Context: an optimization exercise on an open-source flow, tuned for small area, a short achievable clock period and few clock cycles per item. The choices shown serve that exercise and are no tape-out recipe.
No run shown here included a check of the RTL's function; only the layout flow was run.

## flow/design.v (module list and top-level ports; edited modules follow where they fit)
// module fpu_booth: 42 lines
// module fpu_multiply: 1256 lines
// module fast_power: 107 lines
module fast_power (
    input             clk,
    input             rst,
    input             start,
    input      [31:0] base,
    input      [31:0] exponent,
    output     [31:0] result,
    output reg        done
);
  // ...
==> flow/flow/run.sh <==
#!/bin/bash
# Standard layout with two changes: the port buffers are buf_1 cells instead
# of the default delay buffers, and after the standard synthesis the netlist's
# inverters around full adders are removed by flow/fa_polarity.py (a full
# adder with all inputs inverted gives both outputs inverted). Each tool's
# output goes to a log file of its own here.
set -euo pipefail
export BUFFER_PORTS_ARGS="-buffer_cell sky130_fd_sc_hd__buf_1"
bash standard.sh synth > synth.log 2>&1
R=orfs/results/sky130hd/fast_power/base
cp $R/1_2_yosys.v 1_2_yosys.standard.v
python3 flow/fa_polarity.py 1_2_yosys.standard.v $R/1_2_yosys.v > fa_polarity.log 2>&1
rm -f $R/1_synth.odb $R/1_synth.sdc
bash standard.sh > layout.log 2>&1
==> flow/flow/fa_polarity.py <==
#!/usr/bin/env python3
"""Remove inverters around full adders in a mapped sky130hd netlist.

A full adder is self-dual: fa(~a, ~b, ~c) gives ~sum and ~carry. Yosys maps
adders with inverters on many of their inputs and outputs. This script looks
through inverters and buffers to the signal that drives them (its "root"),
chooses for each full adder whether it computes its outputs true or inverted
(all three inputs then taken inverted), and takes xor2/xnor2 inputs in
whichever polarity is at hand (swapping xor2 and xnor2 as the parity needs).
Then it builds one inverter for each root whose inverse is still needed.
Registers, ports and every other cell are kept as they are.

usage: fa_polarity.py in.v out.v
"""
import re
import sys

src = open(sys.argv[1]).read()

m = re.search(r'^\s*sky130_fd_sc_hd__\w+\s+\S+\s*\(', src, re.M)
head = src[:m.start()]
body = src[m.start():]
end = body.rindex('endmodule')
tail = body[end:]
body = body[:end]

inst_re = re.compile(r'\s*(sky130_fd_sc_hd__\w+)\s+(\S+)\s*\((.*?)\);', re.S)
pin_re = re.compile(r'\.(\w+)\(\s*([^()]*?)\s*\)')
insts = []
pos = 0
for im in inst_re.finditer(body):
    assert body[pos:im.start()].strip() == '', body[pos:im.start()][:200]
    pos = im.end()
    typ, name, pins = im.group(1), im.group(2), im.group(3)
    insts.append([typ, name, dict(pin_re.findall(pins))])
assert body[pos:].strip() == ''

OUTS = {'X', 'Y', 'Q', 'Q_N', 'SUM', 'COUT', 'HI', 'LO'}

def base(t):
    return t[len('sky130_fd_sc_hd__'):]

def is_inv(t):
    b = base(t)
    return re.fullmatch(r'(clk)?inv_\d+', b) is not None

def is_buf(t):
    b = base(t)
    return re.fullmatch(r'(clk)?buf_\d+', b) is not None

def is_fa(t):
    return re.fullmatch(r'fa_\d+', base(t)) is not None

def is_xor(t):
    return re.fullmatch(r'x(n)?or2_\d+', base(t)) is not None

def is_ha(t):
    return re.fullmatch(r'ha_\d+', base(t)) is not None

# ports: nets named in the module header as inputs/outputs
ports_out = set()
ports_in = set()
for d, rng, names in re.findall(r'^\s*(input|output)\s+(\[\d+:\d+\])?\s*([^;]+);', head, re.M):
    for n in names.split(','):
        n = n.strip()
        if rng:
            hi, lo = map(int, rng[1:-1].split(':'))
            bits = ['%s[%d]' % (n, i) for i in range(min(hi, lo), max(hi, lo) + 1)]
        else:
            bits = [n]
        (ports_out if d == 'output' else ports_in).update(bits)

driver = {}
for k, (t, n, pins) in enumerate(insts):
    for p, net in pins.items():
        if p in OUTS:
            assert net not in driver, net
            driver[net] = (k, p)

# transparent cells: inverters and buffers not driving an output port
transp = set()
for k, (t, n, pins) in enumerate(insts):
    if (is_inv(t) or is_buf(t)):
        out = pins.get('Y', pins.get('X'))
        if out not in ports_out:
            transp.add(k)

def root_of(net):
    """(root net, polarity) of a net seen through transparent cells."""
    pol = 0
    while net in driver and driver[net][0] in transp:
        k = driver[net][0]
        t, _, pins = insts[k]
        if is_inv(t):
            pol ^= 1
        net = pins['A']
    return net, pol

fa_ids = [k for k, (t, n, p) in enumerate(insts) if is_fa(t)]
xor_ids = [k for k, (t, n, p) in enumerate(insts) if is_xor(t)]
fa_of_root = {}
for k in fa_ids:
    pins = insts[k][2]
    fa_of_root[pins['SUM']] = k
    fa_of_root[pins['COUT']] = k
xor_out = {insts[k][2]['X' if 'X' in insts[k][2] else 'Y'] for k in xor_ids}
ha_ids = [k for k, (t, n, p) in enumerate(insts) if is_ha(t)]
for k in ha_ids:
    xor_out.add(insts[k][2]['SUM'])
    xor_out.add(insts[k][2]['COUT'])

# consumers: (root, needed polarity, kind, fa index or None)
# kind 'fix' needs the polarity; 'fa' toggles with the adder's flip;
# 'any' (xor inputs) takes either.
cons = {}
for k, (t, n, pins) in enumerate(insts):
    if k in transp:
        continue
    for p, net in pins.items():
        if p in OUTS or net == '' or net.startswith("1'b"):
            continue
        r, pol = root_of(net)
        if is_fa(t):
            kind = 'fa'
        elif is_xor(t) or is_ha(t):
            kind = 'any'
        else:
            kind = 'fix'
        cons.setdefault(r, []).append((pol, kind, k))
for net in ports_out:
    if net in driver and driver[net][0] in transp:
        raise SystemExit('output port driven by a transparent cell')

flip = {k: 0 for k in fa_ids}

def produced(r):
    k = fa_of_root.get(r)
    return flip[k] if k is not None else 0

def root_cost(r):
    need = set()
    for pol, kind, k in cons.get(r, []):
        if kind == 'any':
            continue
        if kind == 'fa':
            pol ^= flip[k]
        need.add(pol)
    if r in xor_out:
        return 0 if len(need) <= 1 else 1
    return 1 if (need - {produced(r)}) else 0

roots_of_fa = {}
for r, lst in cons.items():
    for pol, kind, k in lst:
        if kind == 'fa':
            roots_of_fa.setdefault(k, set()).add(r)
for k in fa_ids:
    pins = insts[k][2]
    roots_of_fa.setdefault(k, set()).update([pins['SUM'], pins['COUT']])

def total():
    return sum(root_cost(r) for r in cons)

before = total()
improved = True
rounds = 0
while improved and rounds < 50:
    improved = False
    rounds += 1
    for k in fa_ids:
        rs = roots_of_fa[k]
        c0 = sum(root_cost(r) for r in rs)
        flip[k] ^= 1
        c1 = sum(root_cost(r) for r in rs)
        if c1 < c0:
            improved = True
        else:
            flip[k] ^= 1
after = total()

# choose the polarity each xor output carries (the one its fixed users want)
xpol = {}
for r in xor_out:
    need = set()
    for pol, kind, k in cons.get(r, []):
        if kind == 'any':
            continue
        if kind == 'fa':
            pol ^= flip[k]
        need.add(pol)
    xpol[r] = 1 if need == {1} else 0

def avail(r):
    return xpol[r] if r in xpol else produced(r)

# rebuild
inv_net = {}
new_insts = []
counter = [0]

def get(r, pol):
    """net carrying root r at polarity pol (relative to the original)."""
    if pol == avail(r):
        return r
    if r not in inv_net:
        counter[0] += 1
        net = 'fapol_n%d' % counter[0]
        inv_net[r] = net
        new_insts.append(['sky130_fd_sc_hd__inv_1', 'fapol_i%d' % counter[0], {'A': r, 'Y': net}])
    return inv_net[r]

out_insts = []
for k, (t, n, pins) in enumerate(insts):
    if k in transp:
        continue
    newp = {}
    if is_xor(t):
        par = 0 if base(t).startswith('xor') else 1
        for p, net in pins.items():
            if p in OUTS:
                continue
            r, pol = root_of(net)
            newp[p] = r
            par ^= pol ^ avail(r)
        o = 'X' if 'X' in pins else 'Y'
        par ^= xpol[pins[o]]
        newp[o] = pins[o]
        drive = re.search(r'_(\d+)$', t).group(1)
        nt = 'sky130_fd_sc_hd__%s2_%s' % ('xnor' if par else 'xor', drive)
        onew = 'Y' if par else 'X'
        newp = {('A' if p == 'A' else 'B' if p == 'B' else onew): v for p, v in newp.items()}
        out_insts.append([nt, n, newp])
        continue
    if is_ha(t):
        # half adder: sum as xor2/xnor2, carry as a two-input gate, each
        # taking its inputs and giving its output in the polarity at hand
        d = {}
        ins = {}
        for p in ('A', 'B'):
            r, pol = root_of(pins[p])
            ins[p] = r
            d[p] = pol ^ avail(r)
        so, co = pins['SUM'], pins['COUT']
        par = d['A'] ^ d['B'] ^ xpol[so]
        if par:
            out_insts.append(['sky130_fd_sc_hd__xnor2_1', n + '_hs', {'A': ins['A'], 'B': ins['B'], 'Y': so}])
        else:
            out_insts.append(['sky130_fd_sc_hd__xor2_1', n + '_hs', {'A': ins['A'], 'B': ins['B'], 'X': so}])
        po = xpol[co]
        a, b = ins['A'], ins['B']
        if d['A'] == 0 and d['B'] == 1:
            a, b = b, a
            da, db = 1, 0
        else:
            da, db = d['A'], d['B']
        if (da, db) == (0, 0):
            cell = ('nand2_1', {'A': a, 'B': b, 'Y': co}) if po else ('and2_0', {'A': a, 'B': b, 'X': co})
        elif (da, db) == (1, 1):
            cell = ('or2_0', {'A': a, 'B': b, 'X': co}) if po else ('nor2_1', {'A': a, 'B': b, 'Y': co})
        else:
            # a holds the inverted input
            cell = ('nand2b_1', {'A_N': a, 'B': b, 'Y': co}) if po else ('nor2b_1', {'A': a, 'B_N': b, 'Y': co})
        out_insts.append(['sky130_fd_sc_hd__' + cell[0], n + '_hc', cell[1]])
        continue
    f = flip.get(k, 0) if is_fa(t) else 0
    for p, net in pins.items():
        if p in OUTS or net == '' or net.startswith("1'b"):
            newp[p] = net
            continue
        r, pol = root_of(net)
        newp[p] = get(r, pol ^ f)
    out_insts.append([t, n, newp])
out_insts += new_insts

# wires: keep the header's declarations, add the new nets
decl = set(re.findall(r'^\s*wire\s+(?:\[\d+:\d+\]\s*)?(\S+?)\s*;', head, re.M))
extra = [v for v in inv_net.values() if v not in decl]
lines = [head.rstrip('\n')]
for v in extra:
    lines.append('  wire %s;' % v)
for t, n, pins in out_insts:
    pl = ',\n'.join('    .%s(%s%s)' % (p, v, ' ' if v.startswith('\\') else '')
                    for p, v in pins.items())
    lines.append('  %s %s (\n%s\n  );' % (t, n, pl))
lines.append(tail)
open(sys.argv[2], 'w').write('\n'.join(lines))
ninv0 = sum(1 for k in transp if is_inv(insts[k][0]))
nbuf0 = sum(1 for k in transp if is_buf(insts[k][0]))
print('inverters removed %d, buffers removed %d, inverters added %d; '
      'roots needing an inverse %d -> %d; adders flipped %d in %d rounds'
      % (ninv0, nbuf0, len(new_insts), before, after, sum(flip.values()), rounds))
print('half adders split %d' % len(ha_ids))
==> flow/standard.sh <==
#!/bin/bash
# synth_recipe.tcl (not shown) runs the flow's synth.tcl, then flattens the netlist and writes it again
# the make line also repeats each setting of config.mk as NAME=value (left out here)
make -C /OpenROAD-flow-scripts/flow DESIGN_CONFIG=/design/flow/config.mk WORK_HOME=/design/flow/orfs CLKGATE_MAP_FILE= SYNTH_SCRIPT=/design/flow/synth_recipe.tcl "${@:-finish}"
==> flow/config.mk <==
export PLATFORM = sky130hd
export DESIGN_NAME = fast_power
export DESIGN_NICKNAME = fast_power
export VERILOG_FILES = /design/flow/design.v
export SDC_FILE = /design/flow/constraint.sdc
export NUM_CORES = 4
export LEC_CHECK = 0
export ABC_AREA = 1
export CAP_MARGIN = 60
export CORE_MARGIN = 2
export CORE_UTILIZATION = 40
export SLEW_MARGIN = 75
==> flow/constraint.sdc <==
create_clock -name core_clock -period 24.0 [get_ports {clk}]
set_input_delay 4.8000 -clock core_clock [delete_from_list [all_inputs] [get_ports {clk}]]
set_output_delay 4.8000 -clock core_clock [all_outputs]
set_load 0.01 [all_outputs]
==> out/metrics.yaml, run 1 <==
status:
  outcome: "finished clean"
clocking:
  cts.sinks: 160
  clk_pin_slew_ns: 0.09
  cts.hold.buffers_added: 0
global_routing:
  grt_pass1_wl_um: 118000
  grt_max_degree: 49
  grt.busiest_layer: "met2"
sta:
  hold_violations: 0
  skew_ns: 0.0193
  max_freq_mhz: 144
detailed_routing:
  wl_per_cell_um: 21.1
  top_layer: "met4"
yosys:
  synth_area_um2: 21000
  yosys_warnings: 1
  syn_nets: 3031
worst_hold_path:
  hold_path.class: "flop to flop"
placement:
  gp_congestion: 0.944
  port_buffers: 99
layout:
  num-nets-final: 3205
  drive_gt1_frac: 0.0775
setup_path:
  cp.arrival_ns: 7.24
  path_common_cell: "nand2_1"
  crit_path_start: "b_one[10]"
  critPathSlowestCell: "fa_1"
==> inputs of run 2 (changes only) <==
--- a/flow/design.v
+++ b/flow/design.v
@@ -1,55 +1,11 @@
-module fpu_booth (
-  input  [22:0] y,
-  output [10:0] neg,
-  output [11:0] one,
-  output [11:0] two
-);
-  assign neg[0] = y[1];
-  assign one[0] = y[0] ^ 1'b0;
-  assign two[0] = (y[1] & ~y[0] & ~1'b0) | (~y[1] & y[0] & 1'b0);
-  assign neg[1] = y[3];
-  assign one[1] = y[2] ^ y[1];
-  assign two[1] = (y[3] & ~y[2] & ~y[1]) | (~y[3] & y[2] & y[1]);
-  assign neg[2] = y[5];
-  assign one[2] = y[4] ^ y[3];
-  assign two[2] = (y[5] & ~y[4] & ~y[3]) | (~y[5] & y[4] & y[3]);
-  assign neg[3] = y[7];
-  assign one[3] = y[6] ^ y[5];
-  assign two[3] = (y[7] & ~y[6] & ~y[5]) | (~y[7] & y[6] & y[5]);
-  assign neg[4] = y[9];
-  assign one[4] = y[8] ^ y[7];
-  assign two[4] = (y[9] & ~y[8] & ~y[7]) | (~y[9] & y[8] & y[7]);
-  assign neg[5] = y[11];
-  assign one[5] = y[10] ^ y[9];
-  assign two[5] = (y[11] & ~y[10] & ~y[9]) | (~y[11] & y[10] & y[9]);
-  assign neg[6] = y[13];
-  assign one[6] = y[12] ^ y[11];
-  assign two[6] = (y[13] & ~y[12] & ~y[11]) | (~y[13] & y[12] & y[11]);
-  assign neg[7] = y[15];
-  assign one[7] = y[14] ^ y[13];
-  assign two[7] = (y[15] & ~y[14] & ~y[13]) | (~y[15] & y[14] & y[13]);
-  assign neg[8] = y[17];
-  assign one[8] = y[16] ^ y[15];
-  assign two[8] = (y[17] & ~y[16] & ~y[15]) | (~y[17] & y[16] & y[15]);
-  assign neg[9] = y[19];
-  assign one[9] = y[18] ^ y[17];
-  assign two[9] = (y[19] & ~y[18] & ~y[17]) | (~y[19] & y[18] & y[17]);
-  assign neg[10] = y[21];
-  assign one[10] = y[20] ^ y[19];
-  assign two[10] = (y[21] & ~y[20] & ~y[19]) | (~y[21] & y[20] & y[19]);
-  assign one[11] = y[22] ^ y[21];
-  assign two[11] = (1'b1 & ~y[22] & ~y[21]) | (~1'b1 & y[22] & y[21]);
-endmodule
 module fpu_multiply (
   input  [22:0] x,
-  input  [10:0] neg,
-  input  [11:0] one,
-  input  [11:0] two,
+  input  [22:0] y,
   output [47:0] p
 );
-  wire neg0 = neg[0];
-  wire one0 = one[0];
-  wire two0 = two[0];
+  wire neg0 = y[1];
+  wire one0 = y[0] ^ 0;
+  wire two0 = (y[1] & ~y[0] & ~0) | (~y[1] & y[0] & 0);
   wire pp0_0 = ((one0 & x[0])) ^ neg0;
   wire pp0_1 = ((one0 & x[1]) | (two0 & x[0])) ^ neg0;
   wire pp0_2 = ((one0 & x[2]) | (two0 & x[1])) ^ neg0;
@@ -76,9 +32,9 @@
   wire pp0_23 = (one0 | (two0 & x[22])) ^ neg0;
   wire pp0_24 = (two0) ^ neg0;
   wire ns0 = ~neg0;
-  wire neg1 = neg[1];
-  wire one1 = one[1];
-  wire two1 = two[1];
+  wire neg1 = y[3];
+  wire one1 = y[2] ^ y[1];
+  wire two1 = (y[3] & ~y[2] & ~y[1]) | (~y[3] & y[2] & y[1]);
   wire pp1_0 = ((one1 & x[0])) ^ neg1;
   wire pp1_1 = ((one1 & x[1]) | (two1 & x[0])) ^ neg1;
   wire pp1_2 = ((one1 & x[2]) | (two1 & x[1])) ^ neg1;
@@ -105,9 +61,9 @@
   wire pp1_23 = (one1 | (two1 & x[22])) ^ neg1;
   wire pp1_24 = (two1) ^ neg1;
   wire ns1 = ~neg1;
-  wire neg2 = neg[2];
-  wire one2 = one[2];
-  wire two2 = two[2];
+  wire neg2 = y[5];
+  wire one2 = y[4] ^ y[3];
+  wire two2 = (y[5] & ~y[4] & ~y[3]) | (~y[5] & y[4] & y[3]);
   wire pp2_0 = ((one2 & x[0])) ^ neg2;
   wire pp2_1 = ((one2 & x[1]) | (two2 & x[0])) ^ neg2;
   wire pp2_2 = ((one2 & x[2]) | (two2 & x[1])) ^ neg2;
@@ -134,9 +90,9 @@
   wire pp2_23 = (one2 | (two2 & x[22])) ^ neg2;
   wire pp2_24 = (two2) ^ neg2;
   wire ns2 = ~neg2;
-  wire neg3 = neg[3];
-  wire one3 = one[3];
-  wire two3 = two[3];
+  wire neg3 = y[7];
+  wire one3 = y[6] ^ y[5];
+  wire two3 = (y[7] & ~y[6] & ~y[5]) | (~y[7] & y[6] & y[5]);
   wire pp3_0 = ((one3 & x[0])) ^ neg3;
   wire pp3_1 = ((one3 & x[1]) | (two3 & x[0])) ^ neg3;
   wire pp3_2 = ((one3 & x[2]) | (two3 & x[1])) ^ neg3;
@@ -163,9 +119,9 @@
   wire pp3_23 = (one3 | (two3 & x[22])) ^ neg3;
   wire pp3_24 = (two3) ^ neg3;
   wire ns3 = ~neg3;
-  wire neg4 = neg[4];
-  wire one4 = one[4];
-  wire two4 = two[4];
+  wire neg4 = y[9];
+  wire one4 = y[8] ^ y[7];
+  wire two4 = (y[9] & ~y[8] & ~y[7]) | (~y[9] & y[8] & y[7]);
   wire pp4_0 = ((one4 & x[0])) ^ neg4;
   wire pp4_1 = ((one4 & x[1]) | (two4 & x[0])) ^ neg4;
   wire pp4_2 = ((one4 & x[2]) | (two4 & x[1])) ^ neg4;
@@ -192,9 +148,9 @@
   wire pp4_23 = (one4 | (two4 & x[22])) ^ neg4;
   wire pp4_24 = (two4) ^ neg4;
   wire ns4 = ~neg4;
-  wire neg5 = neg[5];
-  wire one5 = one[5];
-  wire two5 = two[5];
+  wire neg5 = y[11];
+  wire one5 = y[10] ^ y[9];
+  wire two5 = (y[11] & ~y[10] & ~y[9]) | (~y[11] & y[10] & y[9]);
   wire pp5_0 = ((one5 & x[0])) ^ neg5;
   wire pp5_1 = ((one5 & x[1]) | (two5 & x[0])) ^ neg5;
   wire pp5_2 = ((one5 & x[2]) | (two5 & x[1])) ^ neg5;
@@ -221,9 +177,9 @@
   wire pp5_23 = (one5 | (two5 & x[22])) ^ neg5;
   wire pp5_24 = (two5) ^ neg5;
   wire ns5 = ~neg5;
-  wire neg6 = neg[6];
-  wire one6 = one[6];
-  wire two6 = two[6];
+  wire neg6 = y[13];
+  wire one6 = y[12] ^ y[11];
+  wire two6 = (y[13] & ~y[12] & ~y[11]) | (~y[13] & y[12] & y[11]);
   wire pp6_0 = ((one6 & x[0])) ^ neg6;
   wire pp6_1 = ((one6 & x[1]) | (two6 & x[0])) ^ neg6;
   wire pp6_2 = ((one6 & x[2]) | (two6 & x[1])) ^ neg6;
@@ -250,9 +206,9 @@
   wire pp6_23 = (one6 | (two6 & x[22])) ^ neg6;
   wire pp6_24 = (two6) ^ neg6;
   wire ns6 = ~neg6;
-  wire neg7 = neg[7];
-  wire one7 = one[7];
-  wire two7 = two[7];
+  wire neg7 = y[15];
+  wire one7 = y[14] ^ y[13];
+  wire two7 = (y[15] & ~y[14] & ~y[13]) | (~y[15] & y[14] & y[13]);
   wire pp7_0 = ((one7 & x[0])) ^ neg7;
   wire pp7_1 = ((one7 & x[1]) | (two7 & x[0])) ^ neg7;
   wire pp7_2 = ((one7 & x[2]) | (two7 & x[1])) ^ neg7;
@@ -279,9 +235,9 @@
   wire pp7_23 = (one7 | (two7 & x[22])) ^ neg7;
   wire pp7_24 = (two7) ^ neg7;
   wire ns7 = ~neg7;
-  wire neg8 = neg[8];
-  wire one8 = one[8];
-  wire two8 = two[8];
+  wire neg8 = y[17];
+  wire one8 = y[16] ^ y[15];
+  wire two8 = (y[17] & ~y[16] & ~y[15]) | (~y[17] & y[16] & y[15]);
   wire pp8_0 = ((one8 & x[0])) ^ neg8;
   wire pp8_1 = ((one8 & x[1]) | (two8 & x[0])) ^ neg8;
   wire pp8_2 = ((one8 & x[2]) | (two8 & x[1])) ^ neg8;
@@ -308,9 +264,9 @@
   wire pp8_23 = (one8 | (two8 & x[22])) ^ neg8;
   wire pp8_24 = (two8) ^ neg8;
   wire ns8 = ~neg8;
-  wire neg9 = neg[9];
-  wire one9 = one[9];
-  wire two9 = two[9];
+  wire neg9 = y[19];
+  wire one9 = y[18] ^ y[17];
+  wire two9 = (y[19] & ~y[18] & ~y[17]) | (~y[19] & y[18] & y[17]);
   wire pp9_0 = ((one9 & x[0])) ^ neg9;
   wire pp9_1 = ((one9 & x[1]) | (two9 & x[0])) ^ neg9;
   wire pp9_2 = ((one9 & x[2]) | (two9 & x[1])) ^ neg9;
@@ -337,9 +293,9 @@
   wire pp9_23 = (one9 | (two9 & x[22])) ^ neg9;
   wire pp9_24 = (two9) ^ neg9;
   wire ns9 = ~neg9;
-  wire neg10 = neg[10];
-  wire one10 = one[10];
-  wire two10 = two[10];
+  wire neg10 = y[21];
+  wire one10 = y[20] ^ y[19];
+  wire two10 = (y[21] & ~y[20] & ~y[19]) | (~y[21] & y[20] & y[19]);
   wire pp10_0 = ((one10 & x[0])) ^ neg10;
   wire pp10_1 = ((one10 & x[1]) | (two10 & x[0])) ^ neg10;
   wire pp10_2 = ((one10 & x[2]) | (two10 & x[1])) ^ neg10;
@@ -366,9 +322,9 @@
   wire pp10_23 = (one10 | (two10 & x[22])) ^ neg10;
   wire pp10_24 = (two10) ^ neg10;
   wire ns10 = ~neg10;
-  wire neg11 = 1'b1;
-  wire one11 = one[11];
-  wire two11 = two[11];
+  wire neg11 = 1;
+  wire one11 = y[22] ^ y[21];
+  wire two11 = (1 & ~y[22] & ~y[21]) | (~1 & y[22] & y[21]);
   wire pp11_0 = ((one11 & x[0])) ^ neg11;
   wire pp11_1 = ((one11 & x[1]) | (two11 & x[0])) ^ neg11;
   wire pp11_2 = ((one11 & x[2]) | (two11 & x[1])) ^ neg11;
@@ -991,310 +947,296 @@
   wire [47:0] rb = {fc294, fc293, fc292, fc291, fc290, fc289, fc288, fc287, fc286, fc285, fc284, fc283, fc282, fc281, fc280, fc279, fc278, fc277, fc276, fc275, fc274, fc273, fc272, fc271, fc270, fc269, fc268, fc267, fc266, fc265, fc264, fc263, fc262, fc261, fc260, fc259, fc258, fc257, fc256, fc255, fc254, fc253, fc252, hc251, hc250, hs250, 1'b0, neg0};
   wire [47:0] g0 = ra & rb;
   wire [47:0] t0 = ra ^ rb;
-  wire g1_1 = g0[1] | (t0[1] & g0[0]);
-  wire p1_1 = t0[1] & t0[0];
-  wire g1_3 = g0[3] | (t0[3] & g0[2]);
-  wire p1_3 = t0[3] & t0[2];
-  wire g1_5 = g0[5] | (t0[5] & g0[4]);
-  wire p1_5 = t0[5] & t0[4];
-  wire g1_7 = g0[7] | (t0[7] & g0[6]);
-  wire p1_7 = t0[7] & t0[6];
-  wire g1_9 = g0[9] | (t0[9] & g0[8]);
-  wire p1_9 = t0[9] & t0[8];
-  wire g1_11 = g0[11] | (t0[11] & g0[10]);
-  wire p1_11 = t0[11] & t0[10];
-  wire g1_13 = g0[13] | (t0[13] & g0[12]);
-  wire p1_13 = t0[13] & t0[12];
-  wire g1_15 = g0[15] | (t0[15] & g0[14]);
-  wire p1_15 = t0[15] & t0[14];
-  wire g1_17 = g0[17] | (t0[17] & g0[16]);
-  wire p1_17 = t0[17] & t0[16];
-  wire g1_19 = g0[19] | (t0[19] & g0[18]);
-  wire p1_19 = t0[19] & t0[18];
-  wire g1_21 = g0[21] | (t0[21] & g0[20]);
-  wire p1_21 = t0[21] & t0[20];
-  wire g1_23 = g0[23] | (t0[23] & g0[22]);
-  wire p1_23 = t0[23] & t0[22];
-  wire g1_25 = g0[25] | (t0[25] & g0[24]);
-  wire p1_25 = t0[25] & t0[24];
-  wire g1_27 = g0[27] | (t0[27] & g0[26]);
-  wire p1_27 = t0[27] & t0[26];
-  wire g1_29 = g0[29] | (t0[29] & g0[28]);
-  wire p1_29 = t0[29] & t0[28];
-  wire g1_31 = g0[31] | (t0[31] & g0[30]);
-  wire p1_31 = t0[31] & t0[30];
-  wire g1_33 = g0[33] | (t0[33] & g0[32]);
-  wire p1_33 = t0[33] & t0[32];
-  wire g1_35 = g0[35] | (t0[35] & g0[34]);
-  wire p1_35 = t0[35] & t0[34];
-  wire g1_37 = g0[37] | (t0[37] & g0[36]);
-  wire p1_37 = t0[37] & t0[36];
-  wire g1_39 = g0[39] | (t0[39] & g0[38]);
-  wire p1_39 = t0[39] & t0[38];
-  wire g1_41 = g0[41] | (t0[41] & g0[40]);
-  wire p1_41 = t0[41] & t0[40];
-  wire g1_43 = g0[43] | (t0[43] & g0[42]);
-  wire p1_43 = t0[43] & t0[42];
-  wire g1_45 = g0[45] | (t0[45] & g0[44]);
-  wire p1_45 = t0[45] & t0[44];
-  wire g1_47 = g0[47] | (t0[47] & g0[46]);
-  wire p1_47 = t0[47] & t0[46];
-  wire g2_2 = g0[2] | (t0[2] & g1_1);
-  wire p2_2 = t0[2] & p1_1;
-  wire g2_3 = g1_3 | (p1_3 & g1_1);
-  wire p2_3 = p1_3 & p1_1;
-  wire g2_6 = g0[6] | (t0[6] & g1_5);
-  wire p2_6 = t0[6] & p1_5;
-  wire g2_7 = g1_7 | (p1_7 & g1_5);
-  wire p2_7 = p1_7 & p1_5;
-  wire g2_10 = g0[10] | (t0[10] & g1_9);
-  wire p2_10 = t0[10] & p1_9;
-  wire g2_11 = g1_11 | (p1_11 & g1_9);
-  wire p2_11 = p1_11 & p1_9;
-  wire g2_14 = g0[14] | (t0[14] & g1_13);
-  wire p2_14 = t0[14] & p1_13;
-  wire g2_15 = g1_15 | (p1_15 & g1_13);
-  wire p2_15 = p1_15 & p1_13;
-  wire g2_18 = g0[18] | (t0[18] & g1_17);
-  wire p2_18 = t0[18] & p1_17;
-  wire g2_19 = g1_19 | (p1_19 & g1_17);
-  wire p2_19 = p1_19 & p1_17;
-  wire g2_22 = g0[22] | (t0[22] & g1_21);
-  wire p2_22 = t0[22] & p1_21;
-  wire g2_23 = g1_23 | (p1_23 & g1_21);
-  wire p2_23 = p1_23 & p1_21;
-  wire g2_26 = g0[26] | (t0[26] & g1_25);
-  wire p2_26 = t0[26] & p1_25;
-  wire g2_27 = g1_27 | (p1_27 & g1_25);
-  wire p2_27 = p1_27 & p1_25;
-  wire g2_30 = g0[30] | (t0[30] & g1_29);
-  wire p2_30 = t0[30] & p1_29;
-  wire g2_31 = g1_31 | (p1_31 & g1_29);
-  wire p2_31 = p1_31 & p1_29;
-  wire g2_34 = g0[34] | (t0[34] & g1_33);
-  wire p2_34 = t0[34] & p1_33;
-  wire g2_35 = g1_35 | (p1_35 & g1_33);
-  wire p2_35 = p1_35 & p1_33;
-  wire g2_38 = g0[38] | (t0[38] & g1_37);
-  wire p2_38 = t0[38] & p1_37;
-  wire g2_39 = g1_39 | (p1_39 & g1_37);
-  wire p2_39 = p1_39 & p1_37;
-  wire g2_42 = g0[42] | (t0[42] & g1_41);
-  wire p2_42 = t0[42] & p1_41;
-  wire g2_43 = g1_43 | (p1_43 & g1_41);
-  wire p2_43 = p1_43 & p1_41;
-  wire g2_46 = g0[46] | (t0[46] & g1_45);
-  wire p2_46 = t0[46] & p1_45;
-  wire g2_47 = g1_47 | (p1_47 & g1_45);
-  wire p2_47 = p1_47 & p1_45;
-  wire g3_4 = g0[4] | (t0[4] & g2_3);
-  wire p3_4 = t0[4] & p2_3;
-  wire g3_5 = g1_5 | (p1_5 & g2_3);
-  wire p3_5 = p1_5 & p2_3;
-  wire g3_6 = g2_6 | (p2_6 & g2_3);
-  wire p3_6 = p2_6 & p2_3;
-  wire g3_7 = g2_7 | (p2_7 & g2_3);
-  wire p3_7 = p2_7 & p2_3;
-  wire g3_12 = g0[12] | (t0[12] & g2_11);
-  wire p3_12 = t0[12] & p2_11;
-  wire g3_13 = g1_13 | (p1_13 & g2_11);
-  wire p3_13 = p1_13 & p2_11;
-  wire g3_14 = g2_14 | (p2_14 & g2_11);
-  wire p3_14 = p2_14 & p2_11;
-  wire g3_15 = g2_15 | (p2_15 & g2_11);
-  wire p3_15 = p2_15 & p2_11;
-  wire g3_20 = g0[20] | (t0[20] & g2_19);
-  wire p3_20 = t0[20] & p2_19;
-  wire g3_21 = g1_21 | (p1_21 & g2_19);
-  wire p3_21 = p1_21 & p2_19;
-  wire g3_22 = g2_22 | (p2_22 & g2_19);
-  wire p3_22 = p2_22 & p2_19;
-  wire g3_23 = g2_23 | (p2_23 & g2_19);
-  wire p3_23 = p2_23 & p2_19;
-  wire g3_28 = g0[28] | (t0[28] & g2_27);
-  wire p3_28 = t0[28] & p2_27;
-  wire g3_29 = g1_29 | (p1_29 & g2_27);
-  wire p3_29 = p1_29 & p2_27;
-  wire g3_30 = g2_30 | (p2_30 & g2_27);
-  wire p3_30 = p2_30 & p2_27;
-  wire g3_31 = g2_31 | (p2_31 & g2_27);
-  wire p3_31 = p2_31 & p2_27;
-  wire g3_36 = g0[36] | (t0[36] & g2_35);
-  wire p3_36 = t0[36] & p2_35;
-  wire g3_37 = g1_37 | (p1_37 & g2_35);
-  wire p3_37 = p1_37 & p2_35;
-  wire g3_38 = g2_38 | (p2_38 & g2_35);
-  wire p3_38 = p2_38 & p2_35;
-  wire g3_39 = g2_39 | (p2_39 & g2_35);
-  wire p3_39 = p2_39 & p2_35;
-  wire g3_44 = g0[44] | (t0[44] & g2_43);
-  wire p3_44 = t0[44] & p2_43;
-  wire g3_45 = g1_45 | (p1_45 & g2_43);
-  wire p3_45 = p1_45 & p2_43;
-  wire g3_46 = g2_46 | (p2_46 & g2_43);
-  wire p3_46 = p2_46 & p2_43;
-  wire g3_47 = g2_47 | (p2_47 & g2_43);
-  wire p3_47 = p2_47 & p2_43;
-  wire g4_8 = g0[8] | (t0[8] & g3_7);
-  wire p4_8 = t0[8] & p3_7;
-  wire g4_9 = g1_9 | (p1_9 & g3_7);
-  wire p4_9 = p1_9 & p3_7;
-  wire g4_10 = g2_10 | (p2_10 & g3_7);
-  wire p4_10 = p2_10 & p3_7;
-  wire g4_11 = g2_11 | (p2_11 & g3_7);
-  wire p4_11 = p2_11 & p3_7;
-  wire g4_12 = g3_12 | (p3_12 & g3_7);
-  wire p4_12 = p3_12 & p3_7;
-  wire g4_13 = g3_13 | (p3_13 & g3_7);
-  wire p4_13 = p3_13 & p3_7;
-  wire g4_14 = g3_14 | (p3_14 & g3_7);
-  wire p4_14 = p3_14 & p3_7;
-  wire g4_15 = g3_15 | (p3_15 & g3_7);
-  wire p4_15 = p3_15 & p3_7;
-  wire g4_24 = g0[24] | (t0[24] & g3_23);
-  wire p4_24 = t0[24] & p3_23;
-  wire g4_25 = g1_25 | (p1_25 & g3_23);
-  wire p4_25 = p1_25 & p3_23;
-  wire g4_26 = g2_26 | (p2_26 & g3_23);
-  wire p4_26 = p2_26 & p3_23;
-  wire g4_27 = g2_27 | (p2_27 & g3_23);
-  wire p4_27 = p2_27 & p3_23;
-  wire g4_28 = g3_28 | (p3_28 & g3_23);
-  wire p4_28 = p3_28 & p3_23;
-  wire g4_29 = g3_29 | (p3_29 & g3_23);
-  wire p4_29 = p3_29 & p3_23;
-  wire g4_30 = g3_30 | (p3_30 & g3_23);
-  wire p4_30 = p3_30 & p3_23;
-  wire g4_31 = g3_31 | (p3_31 & g3_23);
-  wire p4_31 = p3_31 & p3_23;
-  wire g4_40 = g0[40] | (t0[40] & g3_39);
-  wire p4_40 = t0[40] & p3_39;
-  wire g4_41 = g1_41 | (p1_41 & g3_39);
-  wire p4_41 = p1_41 & p3_39;
-  wire g4_42 = g2_42 | (p2_42 & g3_39);
-  wire p4_42 = p2_42 & p3_39;
-  wire g4_43 = g2_43 | (p2_43 & g3_39);
-  wire p4_43 = p2_43 & p3_39;
-  wire g4_44 = g3_44 | (p3_44 & g3_39);
-  wire p4_44 = p3_44 & p3_39;
-  wire g4_45 = g3_45 | (p3_45 & g3_39);
-  wire p4_45 = p3_45 & p3_39;
-  wire g4_46 = g3_46 | (p3_46 & g3_39);
-  wire p4_46 = p3_46 & p3_39;
-  wire g4_47 = g3_47 | (p3_47 & g3_39);
-  wire p4_47 = p3_47 & p3_39;
-  wire g5_16 = g0[16] | (t0[16] & g4_15);
-  wire p5_16 = t0[16] & p4_15;
-  wire g5_17 = g1_17 | (p1_17 & g4_15);
-  wire p5_17 = p1_17 & p4_15;
-  wire g5_18 = g2_18 | (p2_18 & g4_15);
-  wire p5_18 = p2_18 & p4_15;
-  wire g5_19 = g2_19 | (p2_19 & g4_15);
-  wire p5_19 = p2_19 & p4_15;
-  wire g5_20 = g3_20 | (p3_20 & g4_15);
-  wire p5_20 = p3_20 & p4_15;
-  wire g5_21 = g3_21 | (p3_21 & g4_15);
-  wire p5_21 = p3_21 & p4_15;
-  wire g5_22 = g3_22 | (p3_22 & g4_15);
-  wire p5_22 = p3_22 & p4_15;
-  wire g5_23 = g3_23 | (p3_23 & g4_15);
-  wire p5_23 = p3_23 & p4_15;
-  wire g5_24 = g4_24 | (p4_24 & g4_15);
-  wire p5_24 = p4_24 & p4_15;
-  wire g5_25 = g4_25 | (p4_25 & g4_15);
-  wire p5_25 = p4_25 & p4_15;
-  wire g5_26 = g4_26 | (p4_26 & g4_15);
-  wire p5_26 = p4_26 & p4_15;
-  wire g5_27 = g4_27 | (p4_27 & g4_15);
-  wire p5_27 = p4_27 & p4_15;
-  wire g5_28 = g4_28 | (p4_28 & g4_15);
-  wire p5_28 = p4_28 & p4_15;
-  wire g5_29 = g4_29 | (p4_29 & g4_15);
-  wire p5_29 = p4_29 & p4_15;
-  wire g5_30 = g4_30 | (p4_30 & g4_15);
-  wire p5_30 = p4_30 & p4_15;
-  wire g5_31 = g4_31 | (p4_31 & g4_15);
-  wire p5_31 = p4_31 & p4_15;
-  wire g6_32 = g0[32] | (t0[32] & g5_31);
-  wire p6_32 = t0[32] & p5_31;
-  wire g6_33 = g1_33 | (p1_33 & g5_31);
-  wire p6_33 = p1_33 & p5_31;
-  wire g6_34 = g2_34 | (p2_34 & g5_31);
-  wire p6_34 = p2_34 & p5_31;
-  wire g6_35 = g2_35 | (p2_35 & g5_31);
-  wire p6_35 = p2_35 & p5_31;
-  wire g6_36 = g3_36 | (p3_36 & g5_31);
-  wire p6_36 = p3_36 & p5_31;
-  wire g6_37 = g3_37 | (p3_37 & g5_31);
-  wire p6_37 = p3_37 & p5_31;
-  wire g6_38 = g3_38 | (p3_38 & g5_31);
-  wire p6_38 = p3_38 & p5_31;
-  wire g6_39 = g3_39 | (p3_39 & g5_31);
-  wire p6_39 = p3_39 & p5_31;
-  wire g6_40 = g4_40 | (p4_40 & g5_31);
-  wire p6_40 = p4_40 & p5_31;
-  wire g6_41 = g4_41 | (p4_41 & g5_31);
-  wire p6_41 = p4_41 & p5_31;
-  wire g6_42 = g4_42 | (p4_42 & g5_31);
-  wire p6_42 = p4_42 & p5_31;
-  wire g6_43 = g4_43 | (p4_43 & g5_31);
-  wire p6_43 = p4_43 & p5_31;
-  wire g6_44 = g4_44 | (p4_44 & g5_31);
-  wire p6_44 = p4_44 & p5_31;
-  wire g6_45 = g4_45 | (p4_45 & g5_31);
-  wire p6_45 = p4_45 & p5_31;
-  wire g6_46 = g4_46 | (p4_46 & g5_31);
-  wire p6_46 = p4_46 & p5_31;
-  wire g6_47 = g4_47 | (p4_47 & g5_31);
-  wire p6_47 = p4_47 & p5_31;
-  assign p[0] = t0[0];
-  assign p[1] = t0[1] ^ g0[0];
-  assign p[2] = t0[2] ^ g1_1;
-  assign p[3] = t0[3] ^ g2_2;
-  assign p[4] = t0[4] ^ g2_3;
-  assign p[5] = t0[5] ^ g3_4;
-  assign p[6] = t0[6] ^ g3_5;
-  assign p[7] = t0[7] ^ g3_6;
-  assign p[8] = t0[8] ^ g3_7;
-  assign p[9] = t0[9] ^ g4_8;
-  assign p[10] = t0[10] ^ g4_9;
-  assign p[11] = t0[11] ^ g4_10;
-  assign p[12] = t0[12] ^ g4_11;
-  assign p[13] = t0[13] ^ g4_12;
-  assign p[14] = t0[14] ^ g4_13;
-  assign p[15] = t0[15] ^ g4_14;
-  assign p[16] = t0[16] ^ g4_15;
-  assign p[17] = t0[17] ^ g5_16;
-  assign p[18] = t0[18] ^ g5_17;
-  assign p[19] = t0[19] ^ g5_18;
-  assign p[20] = t0[20] ^ g5_19;
-  assign p[21] = t0[21] ^ g5_20;
-  assign p[22] = t0[22] ^ g5_21;
-  assign p[23] = t0[23] ^ g5_22;
-  assign p[24] = t0[24] ^ g5_23;
-  assign p[25] = t0[25] ^ g5_24;
-  assign p[26] = t0[26] ^ g5_25;
-  assign p[27] = t0[27] ^ g5_26;
-  assign p[28] = t0[28] ^ g5_27;
-  assign p[29] = t0[29] ^ g5_28;
-  assign p[30] = t0[30] ^ g5_29;
-  assign p[31] = t0[31] ^ g5_30;
-  assign p[32] = t0[32] ^ g5_31;
-  assign p[33] = t0[33] ^ g6_32;
-  assign p[34] = t0[34] ^ g6_33;
-  assign p[35] = t0[35] ^ g6_34;
-  assign p[36] = t0[36] ^ g6_35;
-  assign p[37] = t0[37] ^ g6_36;
-  assign p[38] = t0[38] ^ g6_37;
-  assign p[39] = t0[39] ^ g6_38;
-  assign p[40] = t0[40] ^ g6_39;
-  assign p[41] = t0[41] ^ g6_40;
-  assign p[42] = t0[42] ^ g6_41;
-  assign p[43] = t0[43] ^ g6_42;
-  assign p[44] = t0[44] ^ g6_43;
-  assign p[45] = t0[45] ^ g6_44;
-  assign p[46] = t0[46] ^ g6_45;
-  assign p[47] = t0[47] ^ g6_46;
+  wire gt1 = g0[1] | (t0[1] & g0[0]);
+  wire pt1 = t0[1] & t0[0];
+  wire gt2 = g0[4] | (t0[4] & g0[3]);
+  wire pt2 = t0[4] & t0[3];
+  wire gt3 = gt2 | (pt2 & g0[2]);
+  wire pt3 = pt2 & t0[2];
+  wire gt4 = gt3 | (pt3 & gt1);
+  wire pt4 = pt3 & pt1;
+  wire gt5 = g0[7] | (t0[7] & g0[6]);
+  wire pt5 = t0[7] & t0[6];
+  wire gt6 = gt5 | (pt5 & g0[5]);
+  wire pt6 = pt5 & t0[5];
+  wire gt7 = g0[10] | (t0[10] & g0[9]);
+  wire pt7 = t0[10] & t0[9];
+  wire gt8 = gt7 | (pt7 & g0[8]);
+  wire pt8 = pt7 & t0[8];
+  wire gt9 = gt8 | (pt8 & gt6);
+  wire pt9 = pt8 & pt6;
+  wire gt10 = gt9 | (pt9 & gt4);
+  wire pt10 = pt9 & pt4;
+  wire gt11 = g0[13] | (t0[13] & g0[12]);
+  wire pt11 = t0[13] & t0[12];
+  wire gt12 = gt11 | (pt11 & g0[11]);
+  wire pt12 = pt11 & t0[11];
+  wire gt13 = g0[16] | (t0[16] & g0[15]);
+  wire pt13 = t0[16] & t0[15];
+  wire gt14 = gt13 | (pt13 & g0[14]);
+  wire pt14 = pt13 & t0[14];
+  wire gt15 = gt14 | (pt14 & gt12);
+  wire pt15 = pt14 & pt12;
+  wire gt16 = g0[19] | (t0[19] & g0[18]);
+  wire pt16 = t0[19] & t0[18];
+  wire gt17 = gt16 | (pt16 & g0[17]);
+  wire pt17 = pt16 & t0[17];
+  wire gt18 = g0[22] | (t0[22] & g0[21]);
+  wire pt18 = t0[22] & t0[21];
+  wire gt19 = gt18 | (pt18 & g0[20]);
+  wire pt19 = pt18 & t0[20];
+  wire gt20 = gt19 | (pt19 & gt17);
+  wire pt20 = pt19 & pt17;
+  wire gt21 = gt20 | (pt20 & gt15);
+  wire pt21 = pt20 & pt15;
+  wire gt22 = gt21 | (pt21 & gt10);
+  wire pt22 = pt21 & pt10;
+  wire g23_1 = g0[23] | (t0[23] & gt22);
+  wire p23_1 = t0[23] & 1'b0;
+  wire g23_2 = g0[24] | (t0[24] & g0[23]);
+  wire p23_2 = t0[24] & t0[23];
+  wire g23_3 = g0[25] | (t0[25] & g0[24]);
+  wire p23_3 = t0[25] & t0[24];
+  wire g23_4 = g0[26] | (t0[26] & g0[25]);
+  wire p23_4 = t0[26] & t0[25];
+  wire g23_5 = g0[27] | (t0[27] & g0[26]);
+  wire p23_5 = t0[27] & t0[26];
+  wire g23_6 = g0[28] | (t0[28] & g0[27]);
+  wire p23_6 = t0[28] & t0[27];
+  wire g23_7 = g0[29] | (t0[29] & g0[28]);
+  wire p23_7 = t0[29] & t0[28];
+  wire g23_8 = g0[30] | (t0[30] & g0[29]);
+  wire p23_8 = t0[30] & t0[29];
+  wire g23_9 = g0[31] | (t0[31] & g0[30]);
+  wire p23_9 = t0[31] & t0[30];
+  wire g23_10 = g0[32] | (t0[32] & g0[31]);
+  wire p23_10 = t0[32] & t0[31];
+  wire g23_11 = g0[33] | (t0[33] & g0[32]);
+  wire p23_11 = t0[33] & t0[32];
+  wire g23_12 = g0[34] | (t0[34] & g0[33]);
+  wire p23_12 = t0[34] & t0[33];
+  wire g23_13 = g0[35] | (t0[35] & g0[34]);
+  wire p23_13 = t0[35] & t0[34];
+  wire g23_14 = g0[36] | (t0[36] & g0[35]);
+  wire p23_14 = t0[36] & t0[35];
+  wire g23_15 = g0[37] | (t0[37] & g0[36]);
+  wire p23_15 = t0[37] & t0[36];
+  wire g23_16 = g0[38] | (t0[38] & g0[37]);
+  wire p23_16 = t0[38] & t0[37];
+  wire g23_17 = g0[39] | (t0[39] & g0[38]);
+  wire p23_17 = t0[39] & t0[38];
+  wire g23_18 = g0[40] | (t0[40] & g0[39]);
+  wire p23_18 = t0[40] & t0[39];
+  wire g23_19 = g0[41] | (t0[41] & g0[40]);
+  wire p23_19 = t0[41] & t0[40];
+  wire g23_20 = g0[42] | (t0[42] & g0[41]);
+  wire p23_20 = t0[42] & t0[41];
+  wire g23_21 = g0[43] | (t0[43] & g0[42]);
+  wire p23_21 = t0[43] & t0[42];
+  wire g23_22 = g0[44] | (t0[44] & g0[43]);
+  wire p23_22 = t0[44] & t0[43];
+  wire g23_23 = g0[45] | (t0[45] & g0[44]);
+  wire p23_23 = t0[45] & t0[44];
+  wire g23_24 = g0[46] | (t0[46] & g0[45]);
+  wire p23_24 = t0[46] & t0[45];
+  wire g23_25 = g0[47] | (t0[47] & g0[46]);
+  wire p23_25 = t0[47] & t0[46];
+  wire g24_2 = g23_2 | (p23_2 & gt22);
+  wire p24_2 = p23_2 & 1'b0;
+  wire g24_3 = g23_3 | (p23_3 & g23_1);
+  wire p24_3 = p23_3 & p23_1;
+  wire g24_4 = g23_4 | (p23_4 & g23_2);
+  wire p24_4 = p23_4 & p23_2;
+  wire g24_5 = g23_5 | (p23_5 & g23_3);
+  wire p24_5 = p23_5 & p23_3;
+  wire g24_6 = g23_6 | (p23_6 & g23_4);
+  wire p24_6 = p23_6 & p23_4;
+  wire g24_7 = g23_7 | (p23_7 & g23_5);
+  wire p24_7 = p23_7 & p23_5;
+  wire g24_8 = g23_8 | (p23_8 & g23_6);
+  wire p24_8 = p23_8 & p23_6;
+  wire g24_9 = g23_9 | (p23_9 & g23_7);
+  wire p24_9 = p23_9 & p23_7;
+  wire g24_10 = g23_10 | (p23_10 & g23_8);
+  wire p24_10 = p23_10 & p23_8;
+  wire g24_11 = g23_11 | (p23_11 & g23_9);
+  wire p24_11 = p23_11 & p23_9;
+  wire g24_12 = g23_12 | (p23_12 & g23_10);
+  wire p24_12 = p23_12 & p23_10;
+  wire g24_13 = g23_13 | (p23_13 & g23_11);
+  wire p24_13 = p23_13 & p23_11;
+  wire g24_14 = g23_14 | (p23_14 & g23_12);
+  wire p24_14 = p23_14 & p23_12;
+  wire g24_15 = g23_15 | (p23_15 & g23_13);
+  wire p24_15 = p23_15 & p23_13;
+  wire g24_16 = g23_16 | (p23_16 & g23_14);
+  wire p24_16 = p23_16 & p23_14;
+  wire g24_17 = g23_17 | (p23_17 & g23_15);
+  wire p24_17 = p23_17 & p23_15;
+  wire g24_18 = g23_18 | (p23_18 & g23_16);
+  wire p24_18 = p23_18 & p23_16;
+  wire g24_19 = g23_19 | (p23_19 & g23_17);
+  wire p24_19 = p23_19 & p23_17;
+  wire g24_20 = g23_20 | (p23_20 & g23_18);
+  wire p24_20 = p23_20 & p23_18;
+  wire g24_21 = g23_21 | (p23_21 & g23_19);
+  wire p24_21 = p23_21 & p23_19;
+  wire g24_22 = g23_22 | (p23_22 & g23_20);
+  wire p24_22 = p23_22 & p23_20;
+  wire g24_23 = g23_23 | (p23_23 & g23_21);
+  wire p24_23 = p23_23 & p23_21;
+  wire g24_24 = g23_24 | (p23_24 & g23_22);
+  wire p24_24 = p23_24 & p23_22;
+  wire g24_25 = g23_25 | (p23_25 & g23_23);
+  wire p24_25 = p23_25 & p23_23;
+  wire g25_4 = g24_4 | (p24_4 & gt22);
+  wire p25_4 = p24_4 & 1'b0;
+  wire g25_5 = g24_5 | (p24_5 & g23_1);
+  wire p25_5 = p24_5 & p23_1;
+  wire g25_6 = g24_6 | (p24_6 & g24_2);
+  wire p25_6 = p24_6 & p24_2;
+  wire g25_7 = g24_7 | (p24_7 & g24_3);
+  wire p25_7 = p24_7 & p24_3;
+  wire g25_8 = g24_8 | (p24_8 & g24_4);
+  wire p25_8 = p24_8 & p24_4;
+  wire g25_9 = g24_9 | (p24_9 & g24_5);
+  wire p25_9 = p24_9 & p24_5;
+  wire g25_10 = g24_10 | (p24_10 & g24_6);
+  wire p25_10 = p24_10 & p24_6;
+  wire g25_11 = g24_11 | (p24_11 & g24_7);
+  wire p25_11 = p24_11 & p24_7;
+  wire g25_12 = g24_12 | (p24_12 & g24_8);
+  wire p25_12 = p24_12 & p24_8;
+  wire g25_13 = g24_13 | (p24_13 & g24_9);
+  wire p25_13 = p24_13 & p24_9;
+  wire g25_14 = g24_14 | (p24_14 & g24_10);
+  wire p25_14 = p24_14 & p24_10;
+  wire g25_15 = g24_15 | (p24_15 & g24_11);
+  wire p25_15 = p24_15 & p24_11;
+  wire g25_16 = g24_16 | (p24_16 & g24_12);
+  wire p25_16 = p24_16 & p24_12;
+  wire g25_17 = g24_17 | (p24_17 & g24_13);
+  wire p25_17 = p24_17 & p24_13;
+  wire g25_18 = g24_18 | (p24_18 & g24_14);
+  wire p25_18 = p24_18 & p24_14;
+  wire g25_19 = g24_19 | (p24_19 & g24_15);
+  wire p25_19 = p24_19 & p24_15;
+  wire g25_20 = g24_20 | (p24_20 & g24_16);
+  wire p25_20 = p24_20 & p24_16;
+  wire g25_21 = g24_21 | (p24_21 & g24_17);
+  wire p25_21 = p24_21 & p24_17;
+  wire g25_22 = g24_22 | (p24_22 & g24_18);
+  wire p25_22 = p24_22 & p24_18;
+  wire g25_23 = g24_23 | (p24_23 & g24_19);
+  wire p25_23 = p24_23 & p24_19;
+  wire g25_24 = g24_24 | (p24_24 & g24_20);
+  wire p25_24 = p24_24 & p24_20;
+  wire g25_25 = g24_25 | (p24_25 & g24_21);
+  wire p25_25 = p24_25 & p24_21;
+  wire g26_8 = g25_8 | (p25_8 & gt22);
+  wire p26_8 = p25_8 & 1'b0;
+  wire g26_9 = g25_9 | (p25_9 & g23_1);
+  wire p26_9 = p25_9 & p23_1;
+  wire g26_10 = g25_10 | (p25_10 & g24_2);
+  wire p26_10 = p25_10 & p24_2;
+  wire g26_11 = g25_11 | (p25_11 & g24_3);
+  wire p26_11 = p25_11 & p24_3;
+  wire g26_12 = g25_12 | (p25_12 & g25_4);
+  wire p26_12 = p25_12 & p25_4;
+  wire g26_13 = g25_13 | (p25_13 & g25_5);
+  wire p26_13 = p25_13 & p25_5;
+  wire g26_14 = g25_14 | (p25_14 & g25_6);
+  wire p26_14 = p25_14 & p25_6;
+  wire g26_15 = g25_15 | (p25_15 & g25_7);
+  wire p26_15 = p25_15 & p25_7;
+  wire g26_16 = g25_16 | (p25_16 & g25_8);
+  wire p26_16 = p25_16 & p25_8;
+  wire g26_17 = g25_17 | (p25_17 & g25_9);
+  wire p26_17 = p25_17 & p25_9;
+  wire g26_18 = g25_18 | (p25_18 & g25_10);
+  wire p26_18 = p25_18 & p25_10;
+  wire g26_19 = g25_19 | (p25_19 & g25_11);
+  wire p26_19 = p25_19 & p25_11;
+  wire g26_20 = g25_20 | (p25_20 & g25_12);
+  wire p26_20 = p25_20 & p25_12;
+  wire g26_21 = g25_21 | (p25_21 & g25_13);
+  wire p26_21 = p25_21 & p25_13;
+  wire g26_22 = g25_22 | (p25_22 & g25_14);
+  wire p26_22 = p25_22 & p25_14;
+  wire g26_23 = g25_23 | (p25_23 & g25_15);
+  wire p26_23 = p25_23 & p25_15;
+  wire g26_24 = g25_24 | (p25_24 & g25_16);
+  wire p26_24 = p25_24 & p25_16;
+  wire g26_25 = g25_25 | (p25_25 & g25_17);
+  wire p26_25 = p25_25 & p25_17;
+  wire g27_16 = g26_16 | (p26_16 & gt22);
+  wire p27_16 = p26_16 & 1'b0;
+  wire g27_17 = g26_17 | (p26_17 & g23_1);
+  wire p27_17 = p26_17 & p23_1;
+  wire g27_18 = g26_18 | (p26_18 & g24_2);
+  wire p27_18 = p26_18 & p24_2;
+  wire g27_19 = g26_19 | (p26_19 & g24_3);
+  wire p27_19 = p26_19 & p24_3;
+  wire g27_20 = g26_20 | (p26_20 & g25_4);
+  wire p27_20 = p26_20 & p25_4;
+  wire g27_21 = g26_21 | (p26_21 & g25_5);
+  wire p27_21 = p26_21 & p25_5;
+  wire g27_22 = g26_22 | (p26_22 & g25_6);
+  wire p27_22 = p26_22 & p25_6;
+  wire g27_23 = g26_23 | (p26_23 & g25_7);
+  wire p27_23 = p26_23 & p25_7;
+  wire g27_24 = g26_24 | (p26_24 & g26_8);
+  wire p27_24 = p26_24 & p26_8;
+  wire g27_25 = g26_25 | (p26_25 & g26_9);
+  wire p27_25 = p26_25 & p26_9;
+  assign p[0] = 1'b0;
+  assign p[1] = 1'b0;
+  assign p[2] = 1'b0;
+  assign p[3] = 1'b0;
+  assign p[4] = 1'b0;
+  assign p[5] = 1'b0;
+  assign p[6] = 1'b0;
+  assign p[7] = 1'b0;
+  assign p[8] = 1'b0;
+  assign p[9] = 1'b0;
+  assign p[10] = 1'b0;
+  assign p[11] = 1'b0;
+  assign p[12] = 1'b0;
+  assign p[13] = 1'b0;
+  assign p[14] = 1'b0;
+  assign p[15] = 1'b0;
+  assign p[16] = 1'b0;
+  assign p[17] = 1'b0;
+  assign p[18] = 1'b0;
+  assign p[19] = 1'b0;
+  assign p[20] = 1'b0;
+  assign p[21] = 1'b0;
+  assign p[22] = 1'b0;
+  assign p[23] = t0[23] ^ gt22;
+  assign p[24] = t0[24] ^ g23_1;
+  assign p[25] = t0[25] ^ g24_2;
+  assign p[26] = t0[26] ^ g24_3;
+  assign p[27] = t0[27] ^ g25_4;
+  assign p[28] = t0[28] ^ g25_5;
+  assign p[29] = t0[29] ^ g25_6;
+  assign p[30] = t0[30] ^ g25_7;
+  assign p[31] = t0[31] ^ g26_8;
+  assign p[32] = t0[32] ^ g26_9;
+  assign p[33] = t0[33] ^ g26_10;
+  assign p[34] = t0[34] ^ g26_11;
+  assign p[35] = t0[35] ^ g26_12;
+  assign p[36] = t0[36] ^ g26_13;
+  assign p[37] = t0[37] ^ g26_14;
+  assign p[38] = t0[38] ^ g26_15;
+  assign p[39] = t0[39] ^ g27_16;
+  assign p[40] = t0[40] ^ g27_17;
+  assign p[41] = t0[41] ^ g27_18;
+  assign p[42] = t0[42] ^ g27_19;
+  assign p[43] = t0[43] ^ g27_20;
+  assign p[44] = t0[44] ^ g27_21;
+  assign p[45] = t0[45] ^ g27_22;
+  assign p[46] = t0[46] ^ g27_23;
+  assign p[47] = t0[47] ^ g27_24;
 endmodule
 module fast_power (
     input             clk,
@@ -1325,12 +1267,9 @@
   wire        x_s = op_r ? r_s : b_s;
   wire  [7:0] x_e = op_r ? r_e : b_e;
   wire        x_l = op_r ? r_l : b_l;
-  reg  [22:0] x_f;
-  reg  [10:0] b_neg;
-  reg  [11:0] b_one;
-  reg  [11:0] b_two;
+  wire [22:0] x_f = op_r ? r_f : b_f;
   wire [47:0] p;
-  fpu_multiply mul (.x(x_f), .neg(b_neg), .one(b_one), .two(b_two), .p(p));
+  fpu_multiply mul (.x(x_f), .y(b_f), .p(p));
   wire        m_zero = ~(x_l & b_l);
   wire  [7:0] e_hi   = x_e + b_e + 8'd130;           
   wire  [7:0] e_lo   = x_e + b_e + 8'd129;
@@ -1359,18 +1298,6 @@
   wire [32:0] r_n = ({33{cap}} & one_v) | ({33{do_rnorm}} & r_sh) |
                     ({33{do_rmul}} & m_v) | ({33{do_copy}} & b_v) |
                     ({33{r_hold}} & r_v);
-  wire        x_m   = do_step & ~op_r_n;
-  wire [32:0] b_ea  = ({33{cap}} & base_v) | ({33{do_bnorm}} & b_sh) | ({33{~cap & ~do_bnorm}} & b_v);
-  wire [32:0] r_ea  = ({33{cap}} & one_v) | ({33{do_rnorm}} & r_sh) | ({33{do_copy}} & b_v) |
-                      ({33{~cap & ~do_rnorm & ~do_copy}} & r_v);
-  wire [22:0] x_ea  = op_r_n ? r_ea[22:0] : b_ea[22:0];
-  wire [22:0] x_n   = x_m ? m_v[22:0] : x_ea;
-  wire [10:0] ea_neg, hi_neg, lo_neg;
-  wire [11:0] ea_one, hi_one, lo_one;
-  wire [11:0] ea_two, hi_two, lo_two;
-  fpu_booth enc_ea (.y(b_ea[22:0]), .neg(ea_neg), .one(ea_one), .two(ea_two));
-  fpu_booth enc_hi (.y(p[46:24]), .neg(hi_neg), .one(hi_one), .two(hi_two));
-  fpu_booth enc_lo (.y(p[45:23]), .neg(lo_neg), .one(lo_one), .two(lo_two));
   wire        op_r_n  = cap ? 1'b0 :
                         do_rmul ? 1'b0 :
                         do_step ? (e[1] & ~(r_one & ~e[0])) : op_r;
@@ -1380,10 +1307,6 @@
     {b_s, b_e, b_l, b_f} <= b_n;
     {r_s, r_e, r_l, r_f} <= r_n;
     e <= e_n;  op_r <= op_r_n;  r_one <= r_one_n;
-    x_f <= x_n;
-    b_neg <= do_step ? (p[47] ? hi_neg : lo_neg) : ea_neg;
-    b_one <= do_step ? (p[47] ? hi_one : lo_one) : ea_one;
-    b_two <= do_step ? (p[47] ? hi_two : lo_two) : ea_two;
   end
   always @(posedge clk) begin
     if (rst) begin
==> run 2 against run 1 <==
Effect of this change:
- fmax shrank 8.9%
- worst setup slack lost 0.68 ns
- via count shrank 12%
- synthesized cell count shrank 13%
- cell area shrank 11%
- wire length shrank 10%
- flip-flop and latch count shrank 58
- die area shrank 12%
- critical path depth grew 10
- clock skew shrank 0.0065 ns
- synthesized area shrank 12%
==> out/metrics.yaml, run 2 <==
status:
  outcome: "finished clean"  # unchanged
global_routing:
  grt_max_degree: 45  # was 49
  grt_overflow: 0  # unchanged
  grt_pass1_wl_um: 106000  # was 118000 µm
  antenna_found_initial: 0  # unchanged
  grt_use_total: 0.286  # was 0.280
  grt_pass1_vias: 18600  # was 21000
worst_hold_path:
  hold-path-cell-count: 2  # unchanged
  hold_path_end: "b_s"  # unchanged
  hold_path.class: "flop to flop"  # unchanged
  hp-start: "b_s"  # unchanged
placement:
  gp_congestion: 0.962  # was 0.944
  port_buffers: 99  # unchanged
  post-dp-hpwl_um: 50100  # was 54400 µm
  placed_area_um2: 20800  # was 23300 µm²
detailed_routing:
  wl_per_cell_um: 21.6  # was 21.1 µm
  drtAntennaViolNets: 0  # unchanged
  drt_iter0_drc: 1831  # was 2058
  firstDrtPassIters: 6  # was 7
  wirelength_um: 68200  # was 75800 µm
  num_vias: 18500  # was 20900
  vias_per_cell: 5.87  # was 5.83
  drcViolationCount: 0  # unchanged
layout:
  top_register: "e"  # unchanged
  most-common-layout-cells: "nand2_1, o22ai_1, fa_1"  # unchanged
  drive_gt1_frac: 0.0889  # was 0.0775
  syn_to_final_growth_pct: 16.2  # was 14.6%
  largest_reg_flops: 32  # unchanged
  num-nets-final: 2864  # was 3205
  finish.instance_area_um2: 21400  # was 24100 µm²
  layout_commonest_cell: "nand2_1"  # unchanged
  utilization: 0.471  # was 0.461
  n_antenna_cell: 0  # unchanged
setup_path:
  r2r_end: "b_f[19]"  # was x_f[17]
  rr_worst_depth: 35  # was 25
  startpoint_type: "flop"  # unchanged
  crit_required_ns: 24.25  # was 24.29 ns
  critPathMaxFanout: 30  # was 48
  path_common_cell: "nand2_1"  # unchanged
  ff2ff_setup_slack_ns: 16.37  # was 17.05 ns
  cpPeakStageDelay_ns: 0.53  # was 0.62 ns
  critPathSlowestCell: "fa_1"  # unchanged
  rr_startpoint: "op_r"  # was b_one[10]
  cp.arrival_ns: 7.88  # was 7.24 ns
  worst_setup_path_end_kind: "flop"  # unchanged
  worstSetupPathType: "flop to flop"  # unchanged
sta:
  skew_ns: 0.0128  # was 0.0193 ns
  hold_violations: 0  # unchanged
  period_minus_slack_ns: 7.63  # was 6.95 ns
  rsz0062_at_grt: "false"  # unchanged
  finalSetupTns_ns: 0  # unchanged
  slew-limit-headroom: 0.744  # was 0.740
  setup_viol: 0  # unchanged
  fin_crit_sh: 0.318  # was 0.290
  max_freq_mhz: 131  # was 144 MHz
  finalMaxSlewViolations: 0  # unchanged
  worst_pin_slew_ns: 0.383  # was 0.389 ns
yosys:
  synth_area_um2: 18500  # was 21000 µm²
  syn_nets: 2671  # was 3031
  synth_cells: 2355  # was 2715
  syn_avg_cell_area_um2: 7.84  # was 7.75 µm²
  yosys_warnings: 1  # unchanged
job:
  drv_cap: 0  # unchanged
clocking:
  postCtsSetupRepairBufs: 0  # unchanged
  cts.sinks: 102  # was 160
  insertion_delay_ns: 0.36  # was 0.46 ns
  ctsResizeCount: 0  # unchanged
  cts_buffers: 9  # was 17
  cts.hold.buffers_added: 0  # unchanged
  clockBufferDepth: 2  # unchanged
  cts_tree: "yes"  # unchanged
  cts_root_buffer: "clkbuf_16"  # unchanged
  clk_pin_slew_ns: 0.08  # was 0.09 ns
  cts_max_level: 3  # was 4
die:
  dieArea_um2: 47900  # was 54400 µm²
  rows: 78  # was 84
  io_pins: 100  # unchanged
  die_h_um: 219  # was 233 µm
  coreArea_um2: 45500  # was 52200 µm²
  die_w_um: 219  # was 233 µm
  start_util: 0.406  # was 0.403
-- run 2: metrics by stage --
step                      setup slack, ns  std cells  hold slack [ns]
after floorplan                     16.07       2355            0.477
after global placement              15.95       3107            0.497
after detailed placement            16.36       3132            0.505
after CTS                           16.33       3148            0.510
after global routing                15.91       3153            0.527
final                               16.37       3153            0.508
-- run 2: worst max-delay path by stage --
stage,cells past startpoint,startpoint,slack (ns),to
6_report,35,op_r,16.37,b_f[19]
2_1_floorplan,32,b_f[3],16.07,b_f[19]
5_1_grt,33,op_r,15.91,r_f[18]
4_1_cts,33,op_r,16.33,r_f[18]
3_5_place_dp,33,op_r,16.36,r_f[18]
3_3_place_gp,34,b_f[9],15.95,r_f[19]
-- run 2: cell type report --
| type | instances | area [µm²] |
|---|---|---|
| Fill cell | 4653 | 24000 |
| Multi-Input combinational cell | 2072 | 16000 |
| Sequential cell | 102 | 2390 |
| Timing Repair Buffer | 183 | 1250 |
| Tap cell | 600 | 751 |
| Inverter | 180 | 701 |
| Clock buffer | 9 | 225 |
| Clock inverter | 7 | 129 |
-- run 2: critical path, delay by kind of cell (launching register included) --
kind	cells	cell delay (ns)
flip-flops	1	0.52
AND/OR/NAND/NOR	14	1.59
XOR/XNOR	3	0.62
AO/OA/AOI/OAI	5	0.66
buffers and inverters	7	1.22
adder cells (fa/ha/maj)	6	2.88
-- run 2: layer usage --
layer  vias up  wire length (µm)  track usage
met5         -                 0            0
li1       8426                 -            -
met4         0              2850        0.111
met2       902             32400        0.477
met3       162              5700       0.0426
met1      9023             27200        0.375

==> what the ideal ports hide <==
No port has a modelled driver above. Below, the same layouts with a new extraction and two added sets of constraints.
Step 1 sets driving cells, clkbuf_16 on the clock port and buf_2 on the other inputs (assumed; they add their load-dependent delay and slew).
Step 2 also shifts input and output timing later by t, the mid clock arrival at the registers, as if the neighbouring blocks saw the same clock.
Three values: ideal, step 1, step 2; two values: the first two.
run | t (ns) | setup WS [ns] | worst register clock-pin slew, ns | worst data-port slew with drivers (ns) | pins driven straight from the clock port
run 1 | 0.499 | 17.050 / 17.050 / 17.050 | 0.09 / 0.09 | 0.07 | 1
run 2 | 0.397 | 16.370 / 16.370 / 16.370 | 0.08 / 0.08 | 0.05 | 1
After both steps setup and hold are still met in every run listed.
